This design comes from an exercise in tuning for small area, a short achievable clock period and few clock cycles on the open sky130 flow, not from production work.
Only simulation tests tie the RTL to the original design; equivalence was not proved.
Power is estimated from default activity; no workload was simulated.

[design/flow/constraint.sdc]
create_clock -name core_clock -period 6.0 [get_ports {clk}]
set_input_delay 1.2000 -clock core_clock [delete_from_list [all_inputs] [get_ports {clk}]]
set_output_delay 1.2000 -clock core_clock [all_outputs]
set_load 0.01 [all_outputs]
[design/flow/design.v]
module alu(output reg [7:0] y,
           input      [7:0] a,
           input      [7:0] b,
           input      [1:0] op
          );
    always @(*) begin
        case (op)
            2'b00:   y = a + b;
            2'b01:   y = ~(a & b);
            2'b10:   y = {7'b0, a < b};
            default: y = b;
        endcase
    end
endmodule
module shiftregs(output [7:0] data_out,
                 output [7:0] v0,        
                 input  [3:0] rsel_hi,   
                 input  [7:0] rsel_lo,   
                 input  [4:0] waddr,
                 input  [7:0] data_in,
                 input        enable,
                 input        clk,
                 input        rst
                );
    wire [7:0] q [0:31];
    wire [7:0] wd0  = rst ? 8'h00 : data_in;
    wire [7:0] wdsp = rst ? 8'hFF : data_in;
    genvar i;
    generate
        for (i = 0; i < 32; i = i + 1) begin : r
            reg [7:0] d;
            always @(posedge clk)
                if (rst | (enable & (waddr == i)))
                    d <= (i == 29) ? wdsp : wd0;
            assign q[i] = d;
        end
    endgenerate
    reg [7:0] rd;
    integer k;
    always @(*) begin
        rd = 8'h00;
        for (k = 0; k < 32; k = k + 1)
            rd = rd | ({8{rsel_hi[k / 8] & rsel_lo[k % 8]}} & q[k]);
    end
    assign data_out = rd;
    assign v0 = q[1];
endmodule
module processor(input            clk,
                 input            rst,         
                 output [7:0]     mem_addr,
                 output           mem_we,
                 output [7:0]     mem_wdata,
                 input  [7:0]     mem_rdata,   
                 output           halted,
                 output [7:0]     v0
                );
    reg  [7:0] ar;         
    reg        mv;         
    reg  [7:0] ir;         
    reg  [3:0] sel_hi;     
    reg  [7:0] sel_lo;     
    reg        xv;         
    reg  [7:0] acc;
    reg  [7:0] b;          
    reg  [4:0] rw;         
    reg  [1:0] opw;        
    reg        wv;         
    reg        we_q;
    reg  [7:0] wd_q;
    reg        d1;         
    reg        ld1, ld2;   
    reg        halt_q;
    reg  [7:0] pm;         
    reg        mp, xp;     
    reg        bv;         
    reg  [7:0] btb_nx, btb_tgt;    
    reg        chk;        
    reg  [7:0] wq;         
    reg  [4:0] rw2;        
    reg        rv2;        
    reg        fwdb;       
    reg        accfix;     
    wire [2:0] op = ir[7:5];
    wire [4:0] ri = ir[4:0];
    wire       mis = chk & (wd_q != btb_tgt);
    wire       ex0 = xv & ~halt_q & ~mis;
    wire [7:0] rr, wres;
    wire       wen = rv2 & ~halt_q;
    shiftregs regfile(rr, v0, sel_hi, sel_lo, rw2, wq, wen, clk, rst);
    wire [7:0] acc_e = accfix ? wq : acc;
    wire [7:0] b_e   = fwdb ? wq : b;
    alu wb(wres, acc_e, b_e, opw);
    wire [7:0] rv  = (rv2 & (rw2 == ri)) ? wq : rr;
    wire       whz = wv & (rw == ri);        
    wire       p31 = (wv & (rw == 5'd31)) | (rv2 & (rw2 == 5'd31));
    wire is_acm  = (op == 3'd0);
    wire is_acmi = (op == 3'd1);
    wire is_bnz  = (op == 3'd4);
    wire is_lw   = (op == 3'd7);
    wire is_sw   = (op == 3'd6);
    wire wr_op   = (op == 3'd2) | (op == 3'd3) | (op == 3'd5);
    wire rp    = ex0 & ((whz & (is_bnz | is_sw)) | (is_sw & p31));    
    wire ex    = ex0 & ~rp;
    wire anz   = |acc_e;
    wire taken = ex & is_bnz & anz & ~xp;                  
    wire ptake = ex & is_bnz & anz & xp;                   
    wire memop = ex & op[2] & op[1];
    wire seqfx = ex & xp & ~(is_bnz & anz) & ~memop;       
    wire [7:0] pcx1 = xp ? btb_nx : pm;
    wire [7:0] pcx  = pcx1 - 8'd1;
    wire [7:0] ar1  = ar + 8'd1;
    wire hit   = bv & (ar1 == btb_nx);
    wire halt_set = rv2 & ~halt_q & (rw2 == 5'd31) & (|wq);
    assign mem_addr  = ar;
    assign mem_we    = we_q;
    assign mem_wdata = wd_q;
    assign halted    = halt_q;
    always @(posedge clk) begin
        ir   <= mem_rdata;
        sel_hi <= 4'b0001 << mem_rdata[4:3];
        sel_lo <= 8'b0000_0001 << mem_rdata[2:0];
        wd_q <= rv;
        b    <= ld2 ? mem_rdata : (ex & (is_bnz | memop)) ? pcx1 : rv;
        opw  <= ld2 ? 2'b11 : {op[2], op[2] ^ op[0]};
        if (xv) rw <= ri;
        wq   <= wres;
        rw2  <= rw;
        fwdb <= whz & xv & wr_op;
        pm   <= ar;
        mp   <= hit;
        xp   <= mp;
        if (taken) begin
            btb_nx  <= pm;
            btb_tgt <= rv;
        end else if (mis) begin
            btb_tgt <= wd_q;
        end
        if (rst) begin
            ar     <= 8'd0;
            mv     <= 1'b0;
            xv     <= 1'b0;
            acc    <= 8'd0;
            wv     <= 1'b0;
            we_q   <= 1'b0;
            d1     <= 1'b0;
            ld1    <= 1'b0;
            ld2    <= 1'b0;
            halt_q <= 1'b0;
            rv2    <= 1'b0;
            accfix <= 1'b0;
            bv     <= 1'b0;
            chk    <= 1'b0;
        end else begin
            ar     <= d1 ? b : mis ? wd_q : rp ? pcx : taken ? rv : seqfx ? pcx1 :
                      memop ? acc_e : hit ? btb_tgt : ar1;
            mv     <= ~(mis | rp | taken | seqfx | memop | d1);
            xv     <= mv & ~(mis | rp | taken | seqfx | memop);
            if (taken) bv <= 1'b1;
            chk    <= ptake;
            acc    <= (ex & is_acm)  ? rv :
                      (ex & is_acmi) ? {{3{ri[4]}}, ri} : acc_e;
            accfix <= ex & is_acm & whz;
            rv2    <= wv;
            wv     <= (ex & (wr_op | (is_bnz & anz))) | ld2;
            we_q   <= ex & is_sw;
            d1     <= memop;
            ld1    <= memop & is_lw;
            ld2    <= ld1;
            halt_q <= halt_q | halt_set;
        end
    end
endmodule
[design/flow/config.mk]
export PLATFORM = sky130hd
export DESIGN_NAME = processor
export DESIGN_NICKNAME = processor
export VERILOG_FILES = /design/flow/design.v
export SDC_FILE = /design/flow/constraint.sdc
export NUM_CORES = 4
export LEC_CHECK = 0
export CAP_MARGIN = 20
export CORE_MARGIN = 2
export CORE_UTILIZATION = 40
export CTS_BUF_LIST = sky130_fd_sc_hd__clkbuf_16
export CTS_CLUSTER_DIAMETER = 100
export CTS_CLUSTER_SIZE = 22
export SETUP_SLACK_MARGIN = 3.2
export SLEW_MARGIN = 20
[design/flow/run.sh]
#!/bin/bash
# synth_recipe.tcl (not shown) runs the flow's synth.tcl, then flattens the netlist and writes it again
# the make line also repeats each setting of config.mk as NAME=value (left out here)
make -C /OpenROAD-flow-scripts/flow DESIGN_CONFIG=/design/flow/config.mk WORK_HOME=/design/flow/orfs CLKGATE_MAP_FILE= SYNTH_SCRIPT=/design/flow/synth_recipe.tcl finish
==> results.rst, run 1 <==
.. list-table::
   :header-rows: 1

   * - Metric
     - Value
   * - Sequential element share of the synthesized area
     - 0.6609
   * - Final antenna-violating net count
     - 0
   * - Launching element type of the critical path
     - flop
   * - Routed via count
     - 10,187
   * - Maximum clock frequency
     - 0.3621 GHz
   * - I/O Buffers
     - 35
   * - Number of buffers and inverters on the critical path
     - 1
   * - Fin Setup TNS
     - 0 ns
   * - CTS Root Cell
     - sky130_fd_sc_hd__clkbuf_16
   * - Pre-CTS WS
     - 2.827 ns
   * - Type of the worst setup path
     - flop to output pin
   * - Number of filler cells placed in the layout
     - 3,428
   * - Crit share post-route
     - 0.4602
   * - Async S/R FF share, synth
     - 0
   * - Distinct cell type count after synthesis
     - 69
   * - Setup repair after global routing missed its margin
     - yes
   * - Crit path max-delay family
     - buffers and inverters
   * - Main flop type after synthesis
     - sky130_fd_sc_hd__edfxtp_1
   * - Num Clock Sinks
     - 367
   * - Routed len/inst
     - 26.82 um
   * - Crit-path max FO
     - 2
   * - Initial Utilization
     - 0.4065
   * - Power per Cell Area
     - 304.1 mW/mm^2
   * - Number of maximum-capacitance violations
     - 0
   * - Placed cell count
     - 1,642
   * - GRT overflow
     - 0
   * - Yosys warns
     - 3
   * - Syn avg cell area
     - 13.35 um^2
   * - Total half-perimeter wirelength after legalization and detailed placement
     - 28.73 mm
   * - Detailed Routing Iterations Pass 1
     - 6
   * - Full die area
     - 0.03986 mm^2
   * - Min setup slack post-route
     - 3.239 ns
   * - Proportion of layout cells with a drive suffix above 1
     - 0.1303
   * - Number of cells produced by synthesis
     - 1,147
   * - Delay of the slowest critical-path stage
     - 0.57 ns
   * - Min Tclk post-route
     - 2.761 ns
   * - Number of placed I/O pins
     - 36
   * - P_leak
     - 6.071 nW
   * - Nets
     - 1,197
   * - FF+latch count, synth
     - 367
   * - Worst-Margin Slew
     - 1.052 ns
   * - Clock Skews
     - 0.02764 ns
   * - Peak VDD IR
     - 191.2 uV
   * - Global-route wire length before repair
     - 66.14 mm
   * - Initial antenna violation count
     - 0
   * - Via count of the first global-routing pass
     - 9,762
   * - Area delta synth->final
     - 11.45%
   * - Post-synth EDFFs
     - 277
   * - Min Hold Slack
     - 0.3330 ns
   * - All-layer global routing usage
     - 0.2294
   * - Core Region
     - 0.03767 mm^2
   * - Hold Vio Cnt, Final
     - 0
   * - Number of non-filler instances in the completed layout
     - 1,693
   * - Initial detailed-routing violation count
     - 1,372
   * - CTS H-tree depth
     - 1
   * - Vertical extent of the die
     - 199.6 um
   * - DRC violation count after routing
     - 0
   * - Critical Path RT
     - 4.80 ns
   * - Relative slew margins
     - 0.2957
   * - Clock latency at the later pin of the worst-skew pair
     - 0.54 ns
   * - Largest net degree at the start of global routing
     - 49
   * - Weighted congestion at the end of routability-driven global placement
     - 0.9185
   * - Final setup violation count
     - 0
   * - Crit end category
     - output pin
   * - Number of antenna diodes
     - 0
   * - Slowest CP cell
     - sky130_fd_sc_hd__clkdlybuf4s50_1
   * - Post-CTS clock slew at the launch and capture registers of the worst setup and hold paths
     - 0.09 ns
   * - Status
     - complete, no violations
   * - Classification of the worst-slack hold path
     - flop to flop
   * - Final WL
     - 45.41 mm
   * - Die outline width
     - 199.6 um
   * - Arrival time of data at the critical path endpoint
     - 1.56 ns
   * - Post-synth net total
     - 1,176
   * - Floorplan row count
     - 71
   * - CTS tree
     - yes
   * - Worst-path cell chain
     - clkdlybuf4s50_1
   * - Post-synth design cell area
     - 0.01531 mm^2
   * - Number of buffers created by CTS
     - 21
   * - Final slew viol count
     - 0
   * - Average via count per standard cell
     - 6.017
   * - Buffer levels on the longest clock path
     - 3
## worst paths after layout
| check | slack (ns) | end | from | cells past startpoint |
|---|---|---|---|---|
| worst max register to register | 3.25 | btb_tgt[6]$_DFFE_PP_ | sel_hi[3]$_SDFF_PN0_ | 7 |
| worst min register to register | 0.33 | xp$_DFF_P_ | mp$_DFF_P_ | 0 |
| worst max-delay path | 3.24 | v0[0] | regfile.r[1].d[0]$_DFFE_PP_ | 1 |
| worst min-delay path | 0.33 | xp$_DFF_P_ | mp$_DFF_P_ | 0 |
## per-stage QoR
step,power [mW],instance area [um^2],utilization
after floorplan,3.441,15310,-
after global placement,3.714,16190,0.4297
after detailed placement,3.722,16210,0.4304
after CTS,5.185,16880,0.4482
after global routing,5.358,17060,0.4530
final,5.188,17060,0.4530
## Yosys cell counts, drive strengths merged (18+ instances only)
cell type / count / share of area
o21ai: 40 / 0.013
a22oi: 67 / 0.033
o21bai: 19 / 0.0093
nor2b: 28 / 0.011
nor2: 65 / 0.016
a222oi: 29 / 0.019
xor2: 22 / 0.013
nand3: 27 / 0.0092
buf: 38 / 0.013
edfxtp: 277 / 0.54
mux2i: 24 / 0.016
clkbuf: 32 / 0.0079
inv: 27 / 0.0066
ha: 18 / 0.015
a21oi: 41 / 0.014
nand2: 73 / 0.018
mux2: 19 / 0.014
xnor2: 19 / 0.011
a22o: 27 / 0.015
dfxtp: 90 / 0.12
## layout make-up
class                   instances  area, um^2  share of cell area
well taps                     511       639.4             0.03747
repair buffers                 68       606.8             0.03556
inverters                      27       103.9            0.006086
clock inverters                16       88.84            0.005206
flip-flops and latches        367       10160              0.5952
multi-input cells             683        4942              0.2896
clock buffers                  21       525.5             0.03080
## routing by layer
metal  wire length (um)  global-route usage
met1              19480              0.3395
met4               1475             0.07298
met2              19990              0.3386
met5                  0                   0
met3               4467             0.04506
## registers in the layout, summed over array words and instances (netlist names), 2 cells and up
name / flops
wd_q: 8
sel_hi: 4
btb_nx: 8
ir: 8
sel_lo: 8
regfile.r.d: 256
btb_tgt: 8
ar: 8
wq: 8
acc: 8
rw: 5
b: 8
opw: 2
rw2: 5
pm: 8
## repair_timing
item                       in CTS  in global routing
hold endpoints to repair        0                  0
setup endpoints to repair      30                 45
hold buffers                    0                  0
pin swaps                       2                  9
gates resized for setup        15                 27
setup buffers                   3                 11
## power breakdown
| part | switching [mW] | internal (mW) | leakage, nW |
|---|---|---|---|
| combinational | 0.370 | 0.209 | 2.17 |
| sequential | 0.138 | 2.98 | 3.55 |
| clock | 0.839 | 0.655 | 0.348 |
| total | 1.35 | 3.84 | 6.07 |
## cell families after synthesis
kind of cell,after synthesis,share of synthesized area
flops,367,0.6609
compound gates,310,0.1505
simple gates,267,0.08793
buf+inv,97,0.02705
xor+xnor,44,0.02787
mux,43,0.02966
fa+ha+maj,19,0.01602
## layout by cell type, fill, tap and decap left out, types with 22 or more instances in the layout
cell type / synthesis / layout
sky130_fd_sc_hd__o21ai_0: 35 / 35
sky130_fd_sc_hd__nand2_1: 73 / 73
sky130_fd_sc_hd__inv_1: 26 / 39
sky130_fd_sc_hd__dfxtp_1: 90 / 72
sky130_fd_sc_hd__a222oi_1: 29 / 29
sky130_fd_sc_hd__mux2i_1: 24 / 24
sky130_fd_sc_hd__a22o_1: 27 / 27
sky130_fd_sc_hd__nand3_1: 26 / 25
sky130_fd_sc_hd__edfxtp_1: 277 / 277
sky130_fd_sc_hd__a21oi_1: 40 / 39
sky130_fd_sc_hd__nor2_1: 65 / 65
sky130_fd_sc_hd__a22oi_1: 66 / 66
sky130_fd_sc_hd__buf_4: 2 / 29
sky130_fd_sc_hd__xor2_1: 22 / 22
sky130_fd_sc_hd__clkdlybuf4s50_1: 0 / 33
Testbench counts, summed over its fixed seeds: cycles 30,636.
==> inputs of run 2 (changes only) <==
--- a/design/flow/config.mk
+++ b/design/flow/config.mk
@@ -12,4 +12,4 @@
 export CTS_CLUSTER_DIAMETER = 100
 export CTS_CLUSTER_SIZE = 22
-export SETUP_SLACK_MARGIN = 3.2
+export SETUP_SLACK_MARGIN = 3.7
 export SLEW_MARGIN = 20
==> run 2 against run 1 <==
  * Non-clock buffer count is 108 higher
  * Critical path depth is 6 higher
  * Synthesized area unchanged
  * Final cell count is 6.6% higher
  * Synthesized cell count is the same
  * Register-to-register slack improved by 0.16 ns
  * Clock power hardly changed
  * Core utilization grew 5.4 points
  * Via count up 6.7%
  * Wire length rose by 6.3%
  * Die area did not move
  * Critical path type is now flop to flop
  * Highest routed layer unchanged
==> results.rst, run 2 <==
.. list-table::
   :header-rows: 1

   * - Metric
     - Value
   * - Status
     - complete, no violations
   * - Number of stages on the worst hold path
     - 0
   * - Proportion of layout cells with a drive suffix above 1
     - 0.3357
   * - Die outline width
     - 199.6 um
   * - Main flop type after synthesis
     - sky130_fd_sc_hd__edfxtp_1
   * - Post-synth design cell area
     - 0.01531 mm^2
   * - Post-synth EDFFs
     - 277
   * - Total power consumption of the routed design
     - 5.355 mW
   * - Post-CTS clock slew at the launch and capture registers of the worst setup and hold paths
     - 0.10 ns
   * - Crit end category
     - flop
   * - Simple-gate share of the synthesized area
     - 0.08793
   * - Maximum clock frequency
     - 0.3856 GHz
   * - GRT overflow
     - 0
   * - Nets
     - 1,308
   * - Hold-fix buffers at CTS
     - 0
   * - Post-detailed-placement cell area
     - 0.01615 mm^2
   * - Share of synthesized area spent on multiplexers
     - 0.02966
   * - Worst R2R Path Depth
     - 7
   * - Number of non-filler instances in the completed layout
     - 1,804
   * - Clock Skews
     - 0.03353 ns
   * - Number of cells produced by synthesis
     - 1,147
   * - Library cell with the largest summed area after synthesis
     - sky130_fd_sc_hd__edfxtp_1
   * - Detailed Routing Iterations Pass 1
     - 5
   * - Hold Vio Cnt, Final
     - 0
   * - Share of the synthesized area in the top cell type
     - 0.5433
   * - Average via count per standard cell
     - 6.027
   * - Final WL
     - 48.27 mm
   * - Initial antenna violation count
     - 0
   * - Top library cells by usage in the layout, fill and taps aside
     - sky130_fd_sc_hd__edfxtp_1 (277), sky130_fd_sc_hd__buf_4 (92), sky130_fd_sc_hd__nand2_1 (66), sky130_fd_sc_hd__nor2_1 (62), sky130_fd_sc_hd__a22oi_1 (55)
   * - Total half-perimeter wirelength after legalization and detailed placement
     - 28.49 mm
   * - Async S/R FF share, synth
     - 0
   * - Area delta synth->final
     - 24.70%
   * - Worst-Margin Slew
     - 0.7903 ns
   * - Number of maximum-capacitance violations
     - 0
   * - Via count of the first global-routing pass
     - 10,224
   * - Min Tclk post-route
     - 2.593 ns
   * - Sequential element share of the synthesized area
     - 0.6609
   * - Arithmetic-cell share of the synthesized area counting full adders, half adders and majority gates
     - 0.01602
   * - Num Clock Sinks
     - 367
   * - Final antenna-violating net count
     - 0
   * - Number of placed I/O pins
     - 36
   * - Buffer levels on the longest clock path
     - 3
   * - CTS tree
     - yes
   * - Most frequent standard cell in the layout excluding fill and tap cells
     - sky130_fd_sc_hd__edfxtp_1
   * - Syn avg cell area
     - 13.35 um^2
   * - Number of flip-flops in the largest register
     - 256
   * - Critical Path RT
     - 6.31 ns
   * - Setup repair after global routing missed its margin
     - yes
   * - Placed cell count
     - 1,640
   * - Initial detailed-routing violation count
     - 1,502
   * - Relative slew margins
     - 0.4732
   * - Global-route wire length before repair
     - 68.14 mm
   * - Initial Utilization
     - 0.4065
   * - Number of buffers created by CTS
     - 20
   * - Weighted congestion at the end of routability-driven global placement
     - 0.8950
   * - Number of antenna diodes
     - 0
   * - Core Region
     - 0.03767 mm^2
   * - Post-synth net total
     - 1,176
   * - Clock latency at the later pin of the worst-skew pair
     - 0.55 ns
   * - CTS H-tree depth
     - 1
   * - Area fraction in compound gates after synthesis
     - 0.1505
   * - Arrival time of data at the critical path endpoint
     - 2.90 ns
   * - Largest net degree at the start of global routing
     - 55
   * - Full die area
     - 0.03986 mm^2
   * - Routed via count
     - 10,872
   * - Fin Setup TNS
     - 0 ns
   * - Main combinational cell family by area after synthesis
     - compound AO/OA/AOI/OAI gates
   * - Type of the worst setup path
     - flop to flop
   * - Final slew viol count
     - 0
   * - DRC violation count after routing
     - 0
   * - Vertical extent of the die
     - 199.6 um
   * - Leading cell types by total area after synthesis
     - sky130_fd_sc_hd__edfxtp_1 (54%), sky130_fd_sc_hd__dfxtp_1 (12%), sky130_fd_sc_hd__a22oi_1 (3.2%)
   * - Floorplan row count
     - 71
   * - Min Hold Slack
     - 0.3291 ns
   * - Yosys warns
     - 3
   * - I/O Buffers
     - 35
   * - Peak VDD IR
     - 187.6 uV
   * - Distinct cell type count after synthesis
     - 69
   * - Most numerous cell types in the synthesized netlist
     - sky130_fd_sc_hd__edfxtp_1 (277), sky130_fd_sc_hd__dfxtp_1 (90), sky130_fd_sc_hd__nand2_1 (73), sky130_fd_sc_hd__a22oi_1 (66), sky130_fd_sc_hd__nor2_1 (65)
   * - CTS Root Cell
     - sky130_fd_sc_hd__clkbuf_16
   * - Crit share post-route
     - 0.4322
   * - Reg with most FFs
     - regfile.r.d
   * - All-layer global routing usage
     - 0.2354
   * - P_leak
     - 6.964 nW
   * - Synthesized-area fraction occupied by xor and xnor cells
     - 0.02787
   * - Routed len/inst
     - 26.75 um
   * - Layout Cell Area excl Fill
     - 0.01909 mm^2
   * - FF+latch count, synth
     - 367
   * - Power per Cell Area
     - 280.5 mW/mm^2
   * - Launching element type of the critical path
     - flop
   * - Number of filler cells placed in the layout
     - 3,238
   * - Most instantiated library cell after synthesis
     - sky130_fd_sc_hd__edfxtp_1
   * - Crit-path max FO
     - 4
   * - Final setup violation count
     - 0
   * - Classification of the worst-slack hold path
     - flop to flop
==> run 2: report_power, final <==
group	internal (mW)	leakage (nW)	switching (mW)
registers	2.98	3.57	0.147
clock network	0.665	0.344	0.808
logic	0.315	3.05	0.443
total	3.96	6.96	1.40
==> run 2: cell type report <==
type                    instances  area [um^2]  share of cell area
flip-flops and latches        367        10240              0.5364
multi-input cells             687         5758              0.3016
repair buffers                176         1737             0.09096
well taps                     511        639.4             0.03349
clock buffers                  22        550.5             0.02883
inverters                      27        113.9            0.005963
clock inverters                14        53.80            0.002818
==> run 2: per-layer routing <==
metal | global-route usage | vias to the layer above | part of all wire
met5 | 0 | - | 0
met4 | 0.07270 | 0 | 0.036
met3 | 0.05722 | 108 | 0.11
met2 | 0.3618 | 708 | 0.45
met1 | 0.3294 | 5369 | 0.40
li1 | - | 4687 | -
==> run 2: final timing paths <==
kind / from / endpoint / slack [ns]
min reg2reg: mp$_DFF_P_ / xp$_DFF_P_ / 0.33
min: mp$_DFF_P_ / xp$_DFF_P_ / 0.33
max reg2reg: sel_lo[3]$_SDFF_PP0_ / btb_tgt[0]$_DFFE_PP_ / 3.41
max: sel_lo[3]$_SDFF_PP0_ / btb_tgt[0]$_DFFE_PP_ / 3.41
==> run 2: worst max-delay path, cell delays in order (launching register included) <==
cell and delay [ns]:
sky130_fd_sc_hd__dfxtp_4 0.39, sky130_fd_sc_hd__buf_12 0.13, sky130_fd_sc_hd__a222oi_1 0.37, sky130_fd_sc_hd__nand3_1 0.24, sky130_fd_sc_hd__a222oi_1 0.60, sky130_fd_sc_hd__a41oi_2 0.20, sky130_fd_sc_hd__buf_6 0.19, sky130_fd_sc_hd__mux2_4 0.25
==> run 2: timing repair <==
| action | in CTS | in global routing |
|---|---|---|
| gates cloned | 6 | 5 |
| buffers inserted | 69 | 48 |
| resized for setup | 312 | 129 |
| pin swaps | 53 | 71 |
| setup endpoints to repair | 520 | 332 |
==> run 2: stage by stage <==
stage | worst slack, ns | util
CTS | 3.450 | 0.4806
detailed placement | 2.792 | 0.4288
global placement | 2.834 | 0.4288
global route | 3.324 | 0.5069
finish | 3.407 | 0.5069
floorplan | 3.482 | -
==> run 2: logic make-up (layout without fill, tap and decap cells) <==
group | Yosys count | in the layout
AOI/OAI and AO/OA | 310 | 310
xor gates and xnor gates | 44 | 44
adders and majority gates | 19 | 19
buffers and inverters | 97 | 239
DFF | 367 | 367
muxes | 43 | 43
and+or+nand+nor | 267 | 271
==> inputs of run 3 (changes only) <==
--- a/design/flow/config.mk
+++ b/design/flow/config.mk
@@ -12,4 +12,4 @@
 export CTS_CLUSTER_DIAMETER = 100
 export CTS_CLUSTER_SIZE = 22
-export SETUP_SLACK_MARGIN = 3.7
+export SETUP_SLACK_MARGIN = 3.5
 export SLEW_MARGIN = 20
==> run 3 against run 2 <==
  * Count of clock-buffer cells in the layout decreased by 1
  * Non-clock buffer count shrank 87
  * Die area stayed put
  * Sequential cell count stayed put
  * Worst hold slack better by 0.0042 ns
  * Clock power barely moved
  * Largest cell class unchanged
==> results.rst, run 3 <==
.. list-table::
   :header-rows: 1

   * - Metric
     - Value
   * - Critical Path RT
     - 6.29 ns
   * - CTS H-tree depth
     - 1
   * - Via count of the first global-routing pass
     - 9,746
   * - Nets
     - 1,217
   * - Average via count per standard cell
     - 5.910
   * - Relative slew margins
     - 0.2558
   * - Peak VDD IR
     - 170.1 uV
   * - Largest net degree at the start of global routing
     - 54
   * - Final slew viol count
     - 0
   * - Most instantiated library cell after synthesis
     - sky130_fd_sc_hd__edfxtp_1
   * - Final antenna-violating net count
     - 0
   * - Met3 wirelength from detailed routing
     - 3.955 mm
   * - Final setup violation count
     - 0
   * - Most frequent standard cell in the layout excluding fill and tap cells
     - sky130_fd_sc_hd__edfxtp_1
   * - Post-synth net total
     - 1,176
   * - Number of flip-flops in the largest register
     - 256
   * - Post-CTS clock slew at the launch and capture registers of the worst setup and hold paths
     - 0.09 ns
   * - Leading cell types by total area after synthesis
     - sky130_fd_sc_hd__edfxtp_1 (54%), sky130_fd_sc_hd__dfxtp_1 (12%), sky130_fd_sc_hd__a22oi_1 (3.2%)
   * - Number of filler cells placed in the layout
     - 3,391
   * - Crit share post-route
     - 0.4381
   * - Full die area
     - 0.03986 mm^2
   * - Detail Route met2 WL
     - 20.46 mm
   * - Global-route wire length before repair
     - 64.21 mm
   * - Maximum clock frequency
     - 0.3804 GHz
   * - Buffer levels on the longest clock path
     - 3
   * - Top layer reached by signal wires
     - met4
   * - Main flop type after synthesis
     - sky130_fd_sc_hd__edfxtp_1
   * - Final WL
     - 44.35 mm
   * - All-layer global routing usage
     - 0.2217
   * - Post-synth EDFFs
     - 277
   * - Reg with most FFs
     - regfile.r.d
   * - Clock latency at the later pin of the worst-skew pair
     - 0.55 ns
   * - Number of placed I/O pins
     - 36
   * - Number of maximum-capacitance violations
     - 0
   * - Library cell with the largest summed area after synthesis
     - sky130_fd_sc_hd__edfxtp_1
   * - I/O Buffers
     - 35
   * - DRC violation count after routing
     - 0
   * - Floorplan row count
     - 71
   * - Initial detailed-routing violation count
     - 1,388
   * - Routed len/inst
     - 25.89 um
   * - Proportion of layout cells with a drive suffix above 1
     - 0.1789
   * - Fin Setup TNS
     - 0 ns
   * - Num Clock Sinks
     - 367
   * - Arrival time of data at the critical path endpoint
     - 2.92 ns
   * - P_leak
     - 6.308 nW
   * - Syn avg cell area
     - 13.35 um^2
   * - Core Region
     - 0.03767 mm^2
   * - Min Hold Slack
     - 0.3333 ns
   * - Crit-path max FO
     - 6
   * - Crit end category
     - flop
   * - Initial Utilization
     - 0.4065
   * - Share of the synthesized area in the top cell type
     - 0.5433
   * - Setup repair after global routing missed its margin
     - yes
   * - FF+latch count, synth
     - 367
   * - Post-synth design cell area
     - 0.01531 mm^2
   * - Hold Vio Cnt, Final
     - 0
   * - Launching element type of the critical path
     - flop
   * - Top library cells by usage in the layout, fill and taps aside
     - sky130_fd_sc_hd__edfxtp_1 (277), sky130_fd_sc_hd__nand2_1 (71), sky130_fd_sc_hd__a22oi_1 (66), sky130_fd_sc_hd__nor2_1 (65), sky130_fd_sc_hd__dfxtp_1 (61)
   * - Vertical extent of the die
     - 199.6 um
   * - Number of cells produced by synthesis
     - 1,147
   * - Yosys warns
     - 3
   * - CTS tree
     - yes
   * - WL met1
     - 19.00 mm
   * - Status
     - complete, no violations
   * - Async S/R FF share, synth
     - 0
   * - GRT overflow
     - 0
   * - Most numerous cell types in the synthesized netlist
     - sky130_fd_sc_hd__edfxtp_1 (277), sky130_fd_sc_hd__dfxtp_1 (90), sky130_fd_sc_hd__nand2_1 (73), sky130_fd_sc_hd__a22oi_1 (66), sky130_fd_sc_hd__nor2_1 (65)
   * - CTS Root Cell
     - sky130_fd_sc_hd__clkbuf_16
   * - Number of buffers created by CTS
     - 20
   * - Worst-Margin Slew
     - 1.114 ns
   * - Total half-perimeter wirelength after legalization and detailed placement
     - 28.16 mm
   * - Area delta synth->final
     - 14.09%
   * - Classification of the worst-slack hold path
     - flop to flop
   * - Routed via count
     - 10,124
   * - Initial antenna violation count
     - 0
   * - Sequential element share of the synthesized area
     - 0.6609
   * - Die outline width
     - 199.6 um
   * - Type of the worst setup path
     - flop to flop
   * - Clock Skews
     - 0.02486 ns
   * - Weighted congestion at the end of routability-driven global placement
     - 0.8939
   * - Detailed Routing Iterations Pass 1
     - 7
   * - Min Tclk post-route
     - 2.628 ns
   * - Number of antenna diodes
     - 0
   * - Distinct cell type count after synthesis
     - 69
   * - Power per Cell Area
     - 296.0 mW/mm^2
[run 3: final timing paths]
| path | startpoint | end | slack [ns] | depth (start not counted) |
|---|---|---|---|---|
| hold reg to reg | mp$_DFF_P_ | xp$_DFF_P_ | 0.33 | 0 |
| hold / removal | mp$_DFF_P_ | xp$_DFF_P_ | 0.33 | 0 |
| setup / recovery | sel_lo[3]$_SDFF_PP0_ | btb_tgt[0]$_DFFE_PP_ | 3.37 | 7 |
| setup reg to reg | sel_lo[3]$_SDFF_PP0_ | btb_tgt[0]$_DFFE_PP_ | 3.37 | 7 |
[run 3: repair_timing]
action | 4_1_cts | 5_1_grt
buffers inserted | 17 | 20
endpoints found under the setup margin | 182 | 80
hold buffers | 0 | 0
pin swaps | 14 | 14
cloned | 1 | 0
resized for setup | 99 | 47
[run 3: logic make-up after synthesis]
| family | synth area share |
|---|---|
| AOI/OAI and AO/OA | 0.1505 |
| buffers and inverters | 0.02705 |
| muxes | 0.02966 |
| xor gates and xnor gates | 0.02787 |
| adders and majority gates | 0.01602 |
| DFF | 0.6609 |
| and+or+nand+nor | 0.08793 |
[run 3: routing by layer]
| layer | track usage | vias up |
|---|---|---|
| met5 | 0 | - |
| met4 | 0.05487 | 0 |
| met3 | 0.04371 | 63 |
| met2 | 0.3471 | 504 |
| met1 | 0.3169 | 5068 |
| li1 | - | 4489 |
[run 3: area by class of cell]
| class | count | area [um^2] | share of cell area |
|---|---|---|---|
| inverter | 27 | 108.9 | 0.006232 |
| timing repair buffer | 89 | 819.5 | 0.04692 |
| multi-input combinational | 683 | 5114 | 0.2927 |
| sequential | 367 | 10190 | 0.5834 |
| clock inverter | 15 | 70.07 | 0.004011 |
| clock buffer | 21 | 525.5 | 0.03008 |
| tap | 511 | 639.4 | 0.03660 |
[run 3: critical path, stage by stage (launching register included)]
cell,delay (ns)
sky130_fd_sc_hd__dfxtp_4,0.37
sky130_fd_sc_hd__buf_12,0.14
sky130_fd_sc_hd__a222oi_1,0.36
sky130_fd_sc_hd__nand3_2,0.19
sky130_fd_sc_hd__a222oi_1,0.66
sky130_fd_sc_hd__a41oi_2,0.20
sky130_fd_sc_hd__buf_6,0.19
sky130_fd_sc_hd__mux2_4,0.25
[run 3: stage by stage]
stage | util | instances | power (mW) | instance area [um^2] | worst slack (ns)
after detailed placement | 0.4286 | 1638 | 3.712 | 16140 | 2.865
after CTS | 0.4544 | 1692 | 5.150 | 17120 | 3.397
after global placement | 0.4279 | 1638 | 3.700 | 16120 | 2.879
after floorplan | - | 1147 | 3.441 | 15310 | 3.274
final | 0.4638 | 1713 | 5.170 | 17470 | 3.372
after global routing | 0.4638 | 1713 | 5.341 | 17470 | 3.336
[run 3: report_power, final]
part | internal (mW) | leakage (nW) | switching (mW) | total [mW]
Clock | 0.643 | 0.339 | 0.821 | 1.46
Combinational | 0.219 | 2.41 | 0.377 | 0.596
Sequential | 2.98 | 3.56 | 0.134 | 3.11
==> inputs of run 4 (changes only) <==
--- a/design/flow/config.mk
+++ b/design/flow/config.mk
@@ -8,8 +8,9 @@
 export CAP_MARGIN = 20
 export CORE_MARGIN = 2
-export CORE_UTILIZATION = 40
+export CORE_UTILIZATION = 60
 export CTS_BUF_LIST = sky130_fd_sc_hd__clkbuf_16
 export CTS_CLUSTER_DIAMETER = 100
 export CTS_CLUSTER_SIZE = 22
+export PLACE_DENSITY = 0.7
 export SETUP_SLACK_MARGIN = 3.5
 export SLEW_MARGIN = 20
==> run 4 against run 3 <==
  * Combinational power grew 2%
  * Final area shrank 0.65%
  * Clock power is essentially flat
  * Synthesized cell count is the same
  * Total power shrank 0.16%
  * Sequential share of layout area grew 0.38 points
  * Critical path type unchanged
  * Largest power group unchanged
  * Highest routed layer unchanged
==> results.rst, run 4 <==
.. list-table::
   :header-rows: 1

   * - Metric
     - Value
   * - Arrival time of data at the critical path endpoint
     - 2.81 ns
   * - Maximum clock frequency
     - 0.3978 GHz
   * - Async S/R FF share, synth
     - 0
   * - Number of cells produced by synthesis
     - 1,147
   * - Via count of the first global-routing pass
     - 10,098
   * - Initial Utilization
     - 0.6098
   * - Power per Cell Area
     - 297.4 mW/mm^2
   * - Buffer levels on the longest clock path
     - 3
   * - Final slew viol count
     - 0
   * - Post-CTS clock slew at the launch and capture registers of the worst setup and hold paths
     - 0.09 ns
   * - Leading cell types by total area after synthesis
     - sky130_fd_sc_hd__edfxtp_1 (54%), sky130_fd_sc_hd__dfxtp_1 (12%), sky130_fd_sc_hd__a22oi_1 (3.2%)
   * - Main flop type after synthesis
     - sky130_fd_sc_hd__edfxtp_1
   * - Delay of the slowest critical-path stage
     - 0.48 ns
   * - Classification of the worst-slack hold path
     - flop to flop
   * - Type of the worst setup path
     - flop to flop
   * - Fin Setup TNS
     - 0 ns
   * - Share of the synthesized area in the top cell type
     - 0.5433
   * - GRT overflow
     - 0
   * - Reg-to-reg startpoint
     - sel_hi[1]$_SDFF_PP0_
   * - CTS tree
     - yes
   * - Final setup violation count
     - 0
   * - Top library cells by usage in the layout, fill and taps aside
     - sky130_fd_sc_hd__edfxtp_1 (277), sky130_fd_sc_hd__nand2_1 (72), sky130_fd_sc_hd__a22oi_1 (66), sky130_fd_sc_hd__nor2_1 (63), sky130_fd_sc_hd__dfxtp_1 (57)
   * - Largest net degree at the start of global routing
     - 51
   * - Library cell with the largest summed area after synthesis
     - sky130_fd_sc_hd__edfxtp_1
   * - Clock Skews
     - 0.02126 ns
   * - Routed len/inst
     - 28.76 um
   * - Reg with most FFs
     - regfile.r.d
   * - Average via count per standard cell
     - 6.842
   * - Crit share post-route
     - 0.4190
   * - Total half-perimeter wirelength after legalization and detailed placement
     - 28.06 mm
   * - Met3 track demand over resource
     - 0.05530
   * - Final antenna-violating net count
     - 0
   * - DRC violation count after routing
     - 0
   * - Number of antenna diodes
     - 0
   * - Number of placed I/O pins
     - 36
   * - Met2 Resource Use GR
     - 0.5384
   * - Min Tclk post-route
     - 2.514 ns
   * - Full die area
     - 0.02681 mm^2
   * - Weighted congestion at the end of routability-driven global placement
     - 0.9185
   * - Global-route wire length before repair
     - 64.16 mm
   * - Area delta synth->final
     - 13.34%
   * - Routed via count
     - 10,551
   * - Status
     - complete, no violations
   * - Number of buffers created by CTS
     - 20
   * - Vertical extent of the die
     - 163.7 um
   * - Post-synth net total
     - 1,176
   * - Peak VDD IR
     - 260.5 uV
   * - All-layer global routing usage
     - 0.3281
   * - Number of flip-flops in the largest register
     - 256
   * - Timing startpoint of the critical path
     - sel_hi[1]$_SDFF_PP0_
   * - Setup repair after global routing missed its margin
     - yes
   * - P_leak
     - 6.356 nW
   * - Most instantiated library cell after synthesis
     - sky130_fd_sc_hd__edfxtp_1
   * - Number of filler cells placed in the layout
     - 1,801
   * - Crit end category
     - flop
   * - Critical Path RT
     - 6.29 ns
   * - FF+latch count, synth
     - 367
   * - Min Hold Slack
     - 0.3389 ns
   * - CTS Root Cell
     - sky130_fd_sc_hd__clkbuf_16
   * - Most numerous cell types in the synthesized netlist
     - sky130_fd_sc_hd__edfxtp_1 (277), sky130_fd_sc_hd__dfxtp_1 (90), sky130_fd_sc_hd__nand2_1 (73), sky130_fd_sc_hd__a22oi_1 (66), sky130_fd_sc_hd__nor2_1 (65)
   * - Total power consumption of the routed design
     - 5.162 mW
   * - CTS H-tree depth
     - 1
   * - Sequential element share of the synthesized area
     - 0.6609
   * - Distinct cell type count after synthesis
     - 69
   * - Crit-path max FO
     - 4
   * - Initial antenna violation count
     - 0
   * - Floorplan row count
     - 58
   * - Syn avg cell area
     - 13.35 um^2
   * - Critical Path Sink
     - btb_tgt[6]$_DFFE_PP_
   * - Slowest CP cell
     - sky130_fd_sc_hd__a222oi_1
   * - Post-synth EDFFs
     - 277
   * - Final WL
     - 44.35 mm
   * - Busiest grt layer
     - met2
   * - Relative slew margins
     - 0.4239
   * - Detailed Routing Iterations Pass 1
     - 8
   * - Number of maximum-capacitance violations
     - 0
   * - Launching element type of the critical path
     - flop
   * - Num Clock Sinks
     - 367
   * - Hold-fix buffers at CTS
     - 0
   * - Worst-Margin Slew
     - 0.8636 ns
   * - I/O Buffers
     - 35
   * - Core Region
     - 0.02511 mm^2
   * - Proportion of layout cells with a drive suffix above 1
     - 0.1856
   * - Nets
     - 1,227
   * - Post-synth design cell area
     - 0.01531 mm^2
   * - Worst-path cell chain
     - buf_12 -> a222oi_1 -> inv_1 -> a221oi_2 -> nand4_1 -> nor2b_4 -> nor2_4 -> mux2_2
   * - Launch instance of the worst min-delay path
     - mp$_DFF_P_
   * - GR met1 Demand/Resource
     - 0.4347
   * - Register-to-register setup slack
     - 3.49 ns
   * - Clock latency at the later pin of the worst-skew pair
     - 0.53 ns
   * - Hold Vio Cnt, Final
     - 0
   * - Yosys warns
     - 3
   * - Worst flop-to-flop path endpoint
     - btb_tgt[6]$_DFFE_PP_
   * - Most frequent standard cell in the layout excluding fill and tap cells
     - sky130_fd_sc_hd__edfxtp_1
   * - Die outline width
     - 163.7 um
   * - Worst R2R Path Depth
     - 8
   * - Initial detailed-routing violation count
     - 1,620
run 4: logic make-up (layout without fill, tap and decap cells):
group                    Yosys count  after routing  synth area share
AND/OR/NAND/NOR                  267            267           0.08793
adder cells (fa/ha/maj)           19             19           0.01602
multiplexers                      43             43           0.02966
buffers and inverters             97            162           0.02705
flip-flops                       367            367            0.6609
XOR/XNOR                          44             44           0.02787
AO/OA/AOI/OAI                    310            310            0.1505
run 4: how the worst min path moves through the flow:
stage	end	slack, ns	cells past startpoint
6_report	xp$_DFF_P_	0.34	0
5_1_grt	xp$_DFF_P_	0.35	0
3_5_place_dp	xp$_DFF_P_	0.33	0
3_3_place_gp	xp$_DFF_P_	0.31	0
2_1_floorplan	xp$_DFF_P_	0.31	0
4_1_cts	xp$_DFF_P_	0.35	0
run 4: worst max-delay path, delay by kind of cell (launching register included):
kind / cells / cell delay, ns
simple gates: 3 / 0.66
mux: 1 / 0.27
compound gates: 2 / 0.73
flops: 1 / 0.37
buf+inv: 2 / 0.25
run 4: area by class of cell:
cell class | instances | area, um^2 | share of cell area
Clock inverter | 15 | 61.31 | 0.003533
Sequential cell | 367 | 10190 | 0.5872
Tap cell | 330 | 412.9 | 0.02379
Clock buffer | 21 | 525.5 | 0.03028
Timing Repair Buffer | 99 | 930.9 | 0.05364
Inverter | 27 | 106.4 | 0.006128
Multi-Input combinational cell | 683 | 5126 | 0.2954
run 4: metal layers:
metal	vias to the layer above	part of all wire
met4	0	0.047
met3	120	0.10
met1	5163	0.37
met5	-	0
li1	4522	-
met2	746	0.48
run 4: report_power, final:
group / total (mW) / switching [mW] / internal, mW
sequential: 3.12 / 0.145 / 2.98
clock: 1.43 / 0.787 / 0.640
combinational: 0.610 / 0.379 / 0.231
total: 5.16 / 1.31 / 3.85
run 4: what timing repair did:
action,CTS,global route
gates resized for setup,89,60
setup buffers,14,24
gates cloned,0,3
pin swaps,8,21
endpoints found under the setup margin,149,60
run 4: metrics by stage:
| step | utilization | setup WS (ns) | area (um^2) | cells |
|---|---|---|---|---|
| CTS | 0.6719 | 3.462 | 16870 | 1515 |
| floorplan | - | 3.274 | 15310 | 1147 |
| global route | 0.6912 | 3.409 | 17350 | 1542 |
| detailed placement | 0.6372 | 2.890 | 16000 | 1465 |
| global placement | 0.6360 | 2.744 | 15970 | 1465 |
| finish | 0.6912 | 3.486 | 17350 | 1542 |
==> inputs of run 5 (changes only) <==
--- a/design/flow/config.mk
+++ b/design/flow/config.mk
@@ -11,6 +11,6 @@
 export CTS_BUF_LIST = sky130_fd_sc_hd__clkbuf_16
 export CTS_CLUSTER_DIAMETER = 100
-export CTS_CLUSTER_SIZE = 22
+export CTS_CLUSTER_SIZE = 28
 export PLACE_DENSITY = 0.7
-export SETUP_SLACK_MARGIN = 3.5
+export SETUP_SLACK_MARGIN = 3.4
 export SLEW_MARGIN = 20
==> run 5 against run 4 <==
  * First-iteration DRC count is 2.5% higher
  * Synthesized cell count stayed put
  * Total power is 2.6% lower
  * Critical endpoint is now btb_tgt[2]$_DFFE_PP_
  * Global-route usage is 0.66 points lower
  * Wire length is 2.4% lower
  * Clock power is 8% lower
==> results.rst, run 5 <==
.. list-table::
   :header-rows: 1

   * - Metric
     - Value
   * - CTS H-tree depth
     - 1
   * - Crit path max-delay family
     - compound AO/OA/AOI/OAI gates
   * - Floorplan row count
     - 58
   * - Launch instance of the worst min-delay path
     - mp$_DFF_P_
   * - Full die area
     - 0.02681 mm^2
   * - Arrival time of data at the critical path endpoint
     - 2.97 ns
   * - Delay of the slowest critical-path stage
     - 0.68 ns
   * - Via count of the first global-routing pass
     - 9,879
   * - Number of flip-flops in the largest register
     - 256
   * - Classification of the worst-slack hold path
     - flop to flop
   * - Hold Path Sink
     - xp$_DFF_P_
   * - Crit end category
     - flop
   * - Final slew viol count
     - 0
   * - Core Region
     - 0.02511 mm^2
   * - Crit share post-route
     - 0.4459
   * - Min Hold Slack
     - 0.3328 ns
   * - Power per Cell Area
     - 293.3 mW/mm^2
   * - Slowest CP cell
     - sky130_fd_sc_hd__a222oi_1
   * - Initial antenna violation count
     - 0
   * - Layout Cell Area excl Fill
     - 0.01713 mm^2
   * - Maximum clock frequency
     - 0.3738 GHz
   * - Register-to-register setup slack
     - 3.32 ns
   * - Number of placed I/O pins
     - 36
   * - Min setup slack post-route
     - 3.325 ns
   * - DRC violation count after routing
     - 0
   * - Share of the synthesized area in the top cell type
     - 0.5433
   * - Proportion of layout cells with a drive suffix above 1
     - 0.1719
   * - Average via count per standard cell
     - 6.749
   * - Worst-path cell chain
     - buf_12 -> buf_4 -> a22oi_1 -> nand3_1 -> a222oi_1 -> a31oi_2 -> mux2_4
   * - Fin Setup TNS
     - 0 ns
   * - Yosys warns
     - 3
   * - Buffer levels on the longest clock path
     - 3
   * - Most instantiated library cell after synthesis
     - sky130_fd_sc_hd__edfxtp_1
   * - Reg-to-reg startpoint
     - sel_lo[2]$_SDFF_PP0_
   * - All-layer global routing usage
     - 0.3214
   * - Async S/R FF share, synth
     - 0
   * - Number of buffers and inverters on the critical path
     - 2
   * - P_leak
     - 6.286 nW
   * - Syn avg cell area
     - 13.35 um^2
   * - Number of cells produced by synthesis
     - 1,147
   * - Clock Skews
     - 0.02404 ns
   * - Main flop type after synthesis
     - sky130_fd_sc_hd__edfxtp_1
   * - Most frequent standard cell in the layout excluding fill and tap cells
     - sky130_fd_sc_hd__edfxtp_1
   * - I/O Buffers
     - 35
   * - Most numerous cell types in the synthesized netlist
     - sky130_fd_sc_hd__edfxtp_1 (277), sky130_fd_sc_hd__dfxtp_1 (90), sky130_fd_sc_hd__nand2_1 (73), sky130_fd_sc_hd__a22oi_1 (66), sky130_fd_sc_hd__nor2_1 (65)
   * - Seq. cell area
     - 0.01021 mm^2
   * - Post-synth net total
     - 1,176
   * - Initial Utilization
     - 0.6098
   * - Worst R2R Path Depth
     - 7
   * - Reg with most FFs
     - regfile.r.d
   * - Min Tclk post-route
     - 2.675 ns
   * - Hold-fix buffers at CTS
     - 0
   * - Routed len/inst
     - 28.23 um
   * - Top library cells by usage in the layout, fill and taps aside
     - sky130_fd_sc_hd__edfxtp_1 (277), sky130_fd_sc_hd__nand2_1 (72), sky130_fd_sc_hd__a22oi_1 (66), sky130_fd_sc_hd__nor2_1 (65), sky130_fd_sc_hd__dfxtp_1 (59)
   * - Routed via count
     - 10,353
   * - Setup repair after global routing missed its margin
     - yes
   * - Die outline width
     - 163.7 um
   * - Area delta synth->final
     - 11.90%
   * - Final antenna-violating net count
     - 0
   * - Number of antenna diodes
     - 0
   * - Peak VDD IR
     - 272.2 uV
   * - Global-route wire length before repair
     - 63.00 mm
   * - Initial detailed-routing violation count
     - 1,661
   * - Clock latency at the later pin of the worst-skew pair
     - 0.53 ns
   * - Worst-Margin Slew
     - 1.018 ns
   * - Number of filler cells placed in the layout
     - 1,846
   * - Post-synth design cell area
     - 0.01531 mm^2
   * - GRT overflow
     - 0
   * - Type of the worst setup path
     - flop to flop
   * - Critical Path RT
     - 6.29 ns
   * - Final WL
     - 43.30 mm
   * - Number of stages on the worst hold path
     - 0
   * - Number of maximum-capacitance violations
     - 0
   * - Vertical extent of the die
     - 163.7 um
   * - Launching element type of the critical path
     - flop
   * - Largest net degree at the start of global routing
     - 40
   * - Timing startpoint of the critical path
     - sel_lo[2]$_SDFF_PP0_
   * - Post-synth EDFFs
     - 277
   * - Post-detailed-placement cell area
     - 0.01591 mm^2
   * - Library cell with the largest summed area after synthesis
     - sky130_fd_sc_hd__edfxtp_1
   * - Worst flop-to-flop path endpoint
     - btb_tgt[2]$_DFFE_PP_
   * - FF+latch count, synth
     - 367
   * - Post-CTS clock slew at the launch and capture registers of the worst setup and hold paths
     - 0.10 ns
   * - Sequential element share of the synthesized area
     - 0.6609
   * - Area occupied by multi-input gates
     - 0.004997 mm^2
   * - Num Clock Sinks
     - 367
   * - CTS Root Cell
     - sky130_fd_sc_hd__clkbuf_16
   * - Nets
     - 1,222
   * - Total half-perimeter wirelength after legalization and detailed placement
     - 28.08 mm
   * - Detailed Routing Iterations Pass 1
     - 9
   * - Distinct cell type count after synthesis
     - 69
   * - Final setup violation count
     - 0
   * - Hold Vio Cnt, Final
     - 0
   * - Pre-CTS WS
     - 2.804 ns
   * - Number of buffers created by CTS
     - 17
   * - Weighted congestion at the end of routability-driven global placement
     - 0.9670
   * - Status
     - complete, no violations
   * - Crit-path max FO
     - 11
   * - Relative slew margins
     - 0.3200
   * - CTS tree
     - yes
   * - Leading cell types by total area after synthesis
     - sky130_fd_sc_hd__edfxtp_1 (54%), sky130_fd_sc_hd__dfxtp_1 (12%), sky130_fd_sc_hd__a22oi_1 (3.2%)
run 5: changes by cell type in the layout (fill, tap and decap cells not counted), sizes merged:
cell | previous run | this run
clkdlybuf4s15 | 2 | 0
buf | 62 | 59
clkbuf | 24 | 21
dlygate4sd2 | 24 | 25
inv | 42 | 40
dlymetal6s2s | 0 | 1
run 5: per-layer routing:
metal,part of all wire,wire (um),up-vias,track usage
li1,-,-,4510,-
met1,0.38,16350,5109,0.4309
met2,0.49,21070,603,0.5376
met3,0.091,3947,131,0.04343
met4,0.045,1930,0,0.1252
met5,0,0,-,0
run 5: worst max-delay path by stage:
stage	slack, ns	end	cells past startpoint
final	3.32	btb_tgt[2]$_DFFE_PP_	7
after global routing	3.29	btb_tgt[2]$_DFFE_PP_	6
after CTS	3.35	btb_tgt[3]$_DFFE_PP_	7
after detailed placement	2.80	regfile.r[1].d[6]$_DFFE_PP_	3
after global placement	2.87	regfile.r[19].d[2]$_DFFE_PP_	3
after floorplan	3.27	regfile.r[0].d[0]$_DFFE_PP_	3
run 5: logic make-up after synthesis:
| logic type | count (synthesis) | synth area share |
|---|---|---|
| DFF | 367 | 0.6609 |
| AOI/OAI and AO/OA | 310 | 0.1505 |
| and+or+nand+nor | 267 | 0.08793 |
| buffers and inverters | 97 | 0.02705 |
| xor gates and xnor gates | 44 | 0.02787 |
| muxes | 43 | 0.02966 |
| adders and majority gates | 19 | 0.01602 |
run 5: repair_timing:
item,4_1_cts,5_1_grt
setup endpoints to repair,121,146
pin swaps,9,14
gates cloned,0,3
gates resized for setup,83,50
buffers inserted,14,27
run 5: per-stage QoR:
| step | cells | power (mW) | utilization |
|---|---|---|---|
| 2_1_floorplan | 1147 | 3.441 | - |
| 3_3_place_gp | 1460 | 3.698 | 0.6337 |
| 3_5_place_dp | 1460 | 3.713 | 0.6337 |
| 4_1_cts | 1504 | 4.980 | 0.6632 |
| 5_1_grt | 1534 | 5.164 | 0.6823 |
| 6_report | 1534 | 5.026 | 0.6823 |
run 5: where the power goes:
part	internal, mW	switching [mW]	total, mW
Clock	0.538	0.776	1.31
Sequential	2.98	0.155	3.13
Combinational	0.218	0.361	0.579
Total	3.73	1.29	5.03
run 5: layout make-up:
class / count / area share
flip-flops and latches: 367 / 0.5957
multi-input cells: 683 / 0.2917
well taps: 330 / 0.02410
clock buffers: 17 / 0.02483
inverters: 27 / 0.006208
clock inverters: 13 / 0.004309
repair buffers: 97 / 0.05317
==> inputs of run 6 (changes only) <==
--- a/design/flow/config.mk
+++ b/design/flow/config.mk
@@ -11,6 +11,6 @@
 export CTS_BUF_LIST = sky130_fd_sc_hd__clkbuf_16
 export CTS_CLUSTER_DIAMETER = 100
-export CTS_CLUSTER_SIZE = 28
+export CTS_CLUSTER_SIZE = 22
 export PLACE_DENSITY = 0.7
-export SETUP_SLACK_MARGIN = 3.4
+export SETUP_SLACK_MARGIN = 3.3
 export SLEW_MARGIN = 20
==> run 6 against run 5 <==
  * Critical endpoint unchanged
  * Combinational power shrank 3%
  * Synthesized area unchanged
  * Largest cell class unchanged
  * Final cell count down 1.3%
  * Still clean
==> results.rst, run 6 <==
.. list-table::
   :header-rows: 1

   * - Metric
     - Value
   * - Status
     - complete, no violations
   * - Nets
     - 1,199
   * - Peak VDD IR
     - 278.2 uV
   * - Number of buffers created by CTS
     - 20
   * - Full die area
     - 0.02681 mm^2
   * - CTS H-tree depth
     - 1
   * - Net switching power
     - 1.293 mW
   * - Post-synth net total
     - 1,176
   * - Most frequent cell on the critical path
     - sky130_fd_sc_hd__a222oi_1
   * - Initial detailed-routing violation count
     - 1,496
   * - Crit share post-route
     - 0.4627
   * - Area delta synth->final
     - 10.30%
   * - DRC violation count after routing
     - 0
   * - Top library cells by usage in the layout, fill and taps aside
     - sky130_fd_sc_hd__edfxtp_1 (277), sky130_fd_sc_hd__nand2_1 (72), sky130_fd_sc_hd__a22oi_1 (66), sky130_fd_sc_hd__nor2_1 (65), sky130_fd_sc_hd__dfxtp_1 (64)
   * - Post-CTS clock slew at the launch and capture registers of the worst setup and hold paths
     - 0.09 ns
   * - FF+latch count, synth
     - 367
   * - I/O Buffers
     - 35
   * - Worst-path cell chain
     - buf_12 -> a222oi_1 -> nand3_1 -> a222oi_1 -> a31oi_2 -> mux2_4
   * - Via count of the first global-routing pass
     - 9,987
   * - Vertical extent of the die
     - 163.7 um
   * - Crit path max-delay family
     - compound AO/OA/AOI/OAI gates
   * - P_leak
     - 6.245 nW
   * - Total power consumption of the routed design
     - 5.096 mW
   * - Num Clock Sinks
     - 367
   * - Final slew viol count
     - 0
   * - Relative slew margins
     - 0.2796
   * - Reg-to-reg startpoint
     - sel_lo[2]$_SDFF_PP0_
   * - Hold Path Sink
     - xp$_DFF_P_
   * - Largest net degree at the start of global routing
     - 40
   * - Number of filler cells placed in the layout
     - 1,858
   * - Global-route wire length before repair
     - 62.68 mm
   * - Sequential element share of the synthesized area
     - 0.6609
   * - Launching element type of the critical path
     - flop
   * - Core Region
     - 0.02511 mm^2
   * - Reg with most FFs
     - regfile.r.d
   * - Initial Utilization
     - 0.6098
   * - GRT overflow
     - 0
   * - Hold-fix buffers at CTS
     - 0
   * - Power per Cell Area
     - 301.7 mW/mm^2
   * - Internal Dissipation
     - 3.803 mW
   * - Min Tclk post-route
     - 2.776 ns
   * - Number of buffers and inverters on the critical path
     - 1
   * - Die outline width
     - 163.7 um
   * - Final WL
     - 42.15 mm
   * - Worst-Margin Slew
     - 1.078 ns
   * - Setup repair after global routing missed its margin
     - yes
   * - Weighted congestion at the end of routability-driven global placement
     - 0.9670
   * - Crit-path max FO
     - 27
   * - Register-to-register setup slack
     - 3.22 ns
   * - Most numerous cell types in the synthesized netlist
     - sky130_fd_sc_hd__edfxtp_1 (277), sky130_fd_sc_hd__dfxtp_1 (90), sky130_fd_sc_hd__nand2_1 (73), sky130_fd_sc_hd__a22oi_1 (66), sky130_fd_sc_hd__nor2_1 (65)
   * - Clock latency at the later pin of the worst-skew pair
     - 0.54 ns
   * - CTS tree
     - yes
   * - Arrival time of data at the critical path endpoint
     - 3.06 ns
   * - Number of antenna diodes
     - 0
   * - Floorplan row count
     - 58
   * - Clock Skews
     - 0.02594 ns
   * - Launch instance of the worst min-delay path
     - mp$_DFF_P_
   * - Crit end category
     - flop
   * - Leading cell types by total area after synthesis
     - sky130_fd_sc_hd__edfxtp_1 (54%), sky130_fd_sc_hd__dfxtp_1 (12%), sky130_fd_sc_hd__a22oi_1 (3.2%)
   * - Number of cells produced by synthesis
     - 1,147
   * - Clock share of power
     - 0.276
   * - Number of flip-flops in the largest register
     - 256
   * - Routed len/inst
     - 27.84 um
   * - Most frequent standard cell in the layout excluding fill and tap cells
     - sky130_fd_sc_hd__edfxtp_1
   * - Min setup slack post-route
     - 3.224 ns
   * - Yosys warns
     - 3
   * - Initial antenna violation count
     - 0
   * - Fin Setup TNS
     - 0 ns
   * - Distinct cell type count after synthesis
     - 69
   * - Number of maximum-capacitance violations
     - 0
   * - CTS Root Cell
     - sky130_fd_sc_hd__clkbuf_16
   * - Async S/R FF share, synth
     - 0
   * - All-layer global routing usage
     - 0.3201
   * - Routed via count
     - 10,221
   * - Detailed Routing Iterations Pass 1
     - 9
   * - Seq pwr share
     - 0.614
   * - Main flop type after synthesis
     - sky130_fd_sc_hd__edfxtp_1
   * - Final antenna-violating net count
     - 0
   * - Post-synth design cell area
     - 0.01531 mm^2
   * - Worst R2R Path Depth
     - 6
   * - Worst flop-to-flop path endpoint
     - btb_tgt[2]$_DFFE_PP_
   * - Hold Vio Cnt, Final
     - 0
   * - Number of stages on the worst hold path
     - 0
   * - Proportion of layout cells with a drive suffix above 1
     - 0.1402
   * - Number of placed I/O pins
     - 36
   * - Classification of the worst-slack hold path
     - flop to flop
   * - Share of the synthesized area in the top cell type
     - 0.5433
   * - Average via count per standard cell
     - 6.751
   * - Most instantiated library cell after synthesis
     - sky130_fd_sc_hd__edfxtp_1
   * - Type of the worst setup path
     - flop to flop
   * - Critical Path RT
     - 6.28 ns
   * - Pre-CTS WS
     - 2.804 ns
   * - Library cell with the largest summed area after synthesis
     - sky130_fd_sc_hd__edfxtp_1
   * - Net switching share of the total power
     - 0.2537
   * - Logic gate share of total power
     - 0.110
   * - Syn avg cell area
     - 13.35 um^2
   * - Final setup violation count
     - 0
   * - Slowest CP cell
     - sky130_fd_sc_hd__a222oi_1
   * - Min Hold Slack
     - 0.3304 ns
   * - Buffer levels on the longest clock path
     - 3
   * - Post-synth EDFFs
     - 277
   * - Delay of the slowest critical-path stage
     - 0.72 ns
   * - Maximum clock frequency
     - 0.3602 GHz
   * - Total half-perimeter wirelength after legalization and detailed placement
     - 28.08 mm
[run 6: worst register-to-register path: stages (launching register included)]
cell and delay (ns):
sky130_fd_sc_hd__dfxtp_1 0.34, sky130_fd_sc_hd__buf_12 0.17, sky130_fd_sc_hd__a222oi_1 0.39, sky130_fd_sc_hd__nand3_1 0.24, sky130_fd_sc_hd__a222oi_1 0.72, sky130_fd_sc_hd__a31oi_2 0.34, sky130_fd_sc_hd__mux2_4 0.34
[run 6: layout make-up]
class | count | area [um^2] | area share
clock buffers | 20 | 500.5 | 0.02963
clock inverters | 16 | 77.57 | 0.004593
inverters | 27 | 106.4 | 0.006297
multi-input cells | 683 | 4938 | 0.2924
flip-flops and latches | 367 | 10170 | 0.6023
well taps | 330 | 412.9 | 0.02445
repair buffers | 71 | 680.7 | 0.04030
[run 6: repair_timing]
action,CTS,global route
resized for setup,42,47
pin swaps,8,10
endpoints found under the setup margin,69,70
setup buffers,10,8
[run 6: how the worst max path moves through the flow]
| stage | from | to | slack (ns) | cells after the start |
|---|---|---|---|---|
| after floorplan | rst | regfile.r[0].d[0]$_DFFE_PP_ | 3.27 | 3 |
| final | sel_lo[2]$_SDFF_PP0_ | btb_tgt[2]$_DFFE_PP_ | 3.22 | 6 |
| after global placement | rst | regfile.r[19].d[2]$_DFFE_PP_ | 2.87 | 3 |
| after global routing | rw2[1]$_DFF_P_ | ar[5]$_SDFF_PP0_ | 3.28 | 9 |
| after detailed placement | rst | regfile.r[1].d[6]$_DFFE_PP_ | 2.80 | 3 |
| after CTS | sel_lo[2]$_SDFF_PP0_ | btb_tgt[2]$_DFFE_PP_ | 3.30 | 6 |
[run 6: logic make-up (layout without fill, tap and decap cells)]
logic type	after synthesis	count (layout)	synth area share
flops	367	367	0.6609
buf+inv	97	134	0.02705
simple gates	267	267	0.08793
mux	43	43	0.02966
xor+xnor	44	44	0.02787
fa+ha+maj	19	19	0.01602
compound gates	310	310	0.1505
[run 6: routing by layer]
metal | wire [um] | vias up | global-route usage
met5 | 0 | - | 0
met4 | 2266 | 0 | 0.1515
met3 | 3670 | 122 | 0.04571
met2 | 20310 | 616 | 0.5214
met1 | 15890 | 5025 | 0.4285
li1 | - | 4458 | -
[run 6: power by group through the flow]
stage	sequential (mW)	combinational, mW	clock (mW)
2_1_floorplan	3.11	0.334	0
3_3_place_gp	3.18	0.520	0
3_5_place_dp	3.18	0.529	0
4_1_cts	3.13	0.538	1.41
5_1_grt	3.15	0.599	1.50
6_report	3.13	0.559	1.41
[run 6: per-stage QoR]
step                instances  instance area (um^2)    util
floorplan                1147                 15310       -
global placement         1460                 15910  0.6337
detailed placement       1460                 15910  0.6337
CTS                      1506                 16650  0.6629
global route             1514                 16890  0.6726
finish                   1514                 16890  0.6726
==> inputs of run 7 (changes only) <==
==> design/flow/flow/run.sh (new file) <==
#!/bin/bash
set -euo pipefail
export BUFFER_PORTS_ARGS="-buffer_cell sky130_fd_sc_hd__buf_2"
bash standard.sh > standard_flow.log 2>&1
==> design/flow/standard.sh (new file) <==
#!/bin/bash
# synth_recipe.tcl (not shown) runs the flow's synth.tcl, then flattens the netlist and writes it again
# the make line also repeats each setting of config.mk as NAME=value (left out here)
make -C /OpenROAD-flow-scripts/flow DESIGN_CONFIG=/design/flow/config.mk WORK_HOME=/design/flow/orfs CLKGATE_MAP_FILE= SYNTH_SCRIPT=/design/flow/synth_recipe.tcl "${@:-finish}"
--- a/design/flow/config.mk
+++ b/design/flow/config.mk
@@ -13,4 +13,4 @@
 export CTS_CLUSTER_SIZE = 22
 export PLACE_DENSITY = 0.7
-export SETUP_SLACK_MARGIN = 3.3
+export SETUP_SLACK_MARGIN = 3.5
 export SLEW_MARGIN = 20
removed: design/flow/run.sh
==> run 7 against run 6 <==
  * Still clean
  * First-iteration DRC count rose by 12%
  * Sequential share of layout area fell by 0.95 points
  * Combinational power rose by 4.5%
  * Clock power barely moved
  * Non-clock buffer count rose by 26
  * Global-route usage rose by 0.51 points
  * Wire length rose by 3.5%
  * Core utilization rose by 0.97 points
  * Sequential power barely moved
  * Critical path depth rose by 1
  * Via count rose by 1.8%
  * Synthesized area did not move
  * Critical endpoint is now btb_tgt[0]$_DFFE_PP_
  * Largest cell class unchanged
==> results.rst, run 7 <==
.. list-table::
   :header-rows: 1

   * - Metric
     - Value
   * - Total half-perimeter wirelength after legalization and detailed placement
     - 27.37 mm
   * - Status
     - complete, no violations
   * - Die outline width
     - 163.7 um
   * - GRT overflow
     - 0
   * - Top library cells by usage in the layout, fill and taps aside
     - sky130_fd_sc_hd__edfxtp_1 (277), sky130_fd_sc_hd__dfxtp_1 (77), sky130_fd_sc_hd__nand2_1 (72), sky130_fd_sc_hd__a22oi_1 (66), sky130_fd_sc_hd__nor2_1 (64)
   * - Area delta synth->final
     - 11.89%
   * - Nets
     - 1,225
   * - Maximum clock frequency
     - 0.3945 GHz
   * - Power per Cell Area
     - 299.0 mW/mm^2
   * - Share of synthesized area spent on multiplexers
     - 0.02966
   * - Min Tclk post-route
     - 2.535 ns
   * - All-layer global routing usage
     - 0.3252
   * - Number of cells produced by synthesis
     - 1,147
   * - Type of the worst setup path
     - flop to flop
   * - Most frequent standard cell in the layout excluding fill and tap cells
     - sky130_fd_sc_hd__edfxtp_1
   * - Most numerous cell types in the synthesized netlist
     - sky130_fd_sc_hd__edfxtp_1 (277), sky130_fd_sc_hd__dfxtp_1 (90), sky130_fd_sc_hd__nand2_1 (73), sky130_fd_sc_hd__a22oi_1 (66), sky130_fd_sc_hd__nor2_1 (65)
   * - Number of filler cells placed in the layout
     - 1,874
   * - Logic gate share of total power
     - 0.114
   * - Internal Dissipation
     - 3.828 mW
   * - Net switching power
     - 1.294 mW
   * - Main flop type after synthesis
     - sky130_fd_sc_hd__edfxtp_1
   * - Crit share post-route
     - 0.4225
   * - Reg with most FFs
     - regfile.r.d
   * - Library cell with the largest summed area after synthesis
     - sky130_fd_sc_hd__edfxtp_1
   * - CTS Root Cell
     - sky130_fd_sc_hd__clkbuf_16
   * - P_leak
     - 6.275 nW
   * - Relative slew margins
     - 0.2696
   * - Syn avg cell area
     - 13.35 um^2
   * - Clock latency at the later pin of the worst-skew pair
     - 0.53 ns
   * - Number of maximum-capacitance violations
     - 0
   * - Detailed Routing Iterations Pass 1
     - 7
   * - CTS tree
     - yes
   * - Placed cell count
     - 1,469
   * - Final setup violation count
     - 0
   * - Number of non-filler instances in the completed layout
     - 1,540
   * - Number of antenna diodes
     - 0
   * - Post-CTS clock slew at the launch and capture registers of the worst setup and hold paths
     - 0.09 ns
   * - Worst-Margin Slew
     - 1.091 ns
   * - FF+latch count, synth
     - 367
   * - Floorplan row count
     - 58
   * - Weighted congestion at the end of routability-driven global placement
     - 0.8922
   * - Synthesized-area fraction occupied by xor and xnor cells
     - 0.02787
   * - Initial detailed-routing violation count
     - 1,669
   * - Final WL
     - 43.61 mm
   * - Net switching share of the total power
     - 0.2527
   * - Clock Skews
     - 0.02008 ns
   * - Number of placed I/O pins
     - 36
   * - Via count of the first global-routing pass
     - 9,807
   * - Clock share of power
     - 0.278
run 7: kinds of logic (layout without fill, tap and decap cells):
kind of cell	count (synthesis)	in the layout
xor+xnor	44	44
flops	367	367
simple gates	267	267
fa+ha+maj	19	19
compound gates	310	310
buf+inv	97	160
mux	43	43
run 7: per-stage QoR:
stage                     total power, mW    util  hold WS, ns  worst slack (ns)  area [um^2]
after detailed placement            3.680  0.6302       0.3186             2.865        15820
after global routing                5.269  0.6823       0.3368             3.400        17130
after CTS                           5.071  0.6660       0.3356             3.494        16720
after floorplan                     3.441       -       0.3096             3.274        15310
final                               5.122  0.6823       0.3319             3.465        17130
after global placement              3.665  0.6302       0.3101             2.974        15820
run 7: layout make-up:
type / count / area, um^2 / share of cell area
multi-input combinational: 683 / 5114 / 0.2985
inverter: 27 / 108.9 / 0.006354
tap: 330 / 412.9 / 0.02410
sequential: 367 / 10160 / 0.5928
clock buffer: 21 / 525.5 / 0.03067
timing repair buffer: 97 / 753.2 / 0.04397
clock inverter: 15 / 61.31 / 0.003579
run 7: critical path, cell delays in order (launching register included):
cell,delay (ns)
sky130_fd_sc_hd__dfxtp_4,0.36
sky130_fd_sc_hd__buf_12,0.13
sky130_fd_sc_hd__buf_4,0.17
sky130_fd_sc_hd__a222oi_1,0.43
sky130_fd_sc_hd__o221ai_1,0.22
sky130_fd_sc_hd__a31oi_1,0.30
sky130_fd_sc_hd__a41oi_2,0.33
sky130_fd_sc_hd__mux2_2,0.37
run 7: power groups by stage:
stage                     combinational (mW)  sequential (mW)  clock [mW]
after detailed placement               0.516             3.16           0
final                                  0.584             3.11        1.42
after global placement                 0.508             3.16           0
after CTS                              0.536             3.11        1.43
after global routing                   0.622             3.13        1.51
after floorplan                        0.334             3.11           0
run 7: layer usage:
layer	track usage	routed length [um]	vias up
met3	0.05025	4451	137
li1	-	-	4510
met2	0.5309	20910	680
met1	0.4322	15980	5083
met4	0.1523	2261	0
met5	0	0	-
run 7: path summary, 6_finish.rpt:
check	startpoint	to	slack, ns	cells after the start
worst max-delay path	sel_lo[1]$_SDFF_PP0_	btb_tgt[0]$_DFFE_PP_	3.46	7
worst min-delay path	mp$_DFF_P_	xp$_DFF_P_	0.33	0
worst max register to register	sel_lo[1]$_SDFF_PP0_	btb_tgt[0]$_DFFE_PP_	3.46	7
worst min register to register	mp$_DFF_P_	xp$_DFF_P_	0.33	0
run 7: what timing repair did:
action	4_1_cts	5_1_grt
pin swaps	9	21
gates resized for setup	41	49
setup buffers	14	19
endpoints found under the setup margin	147	70
cloned	1	1
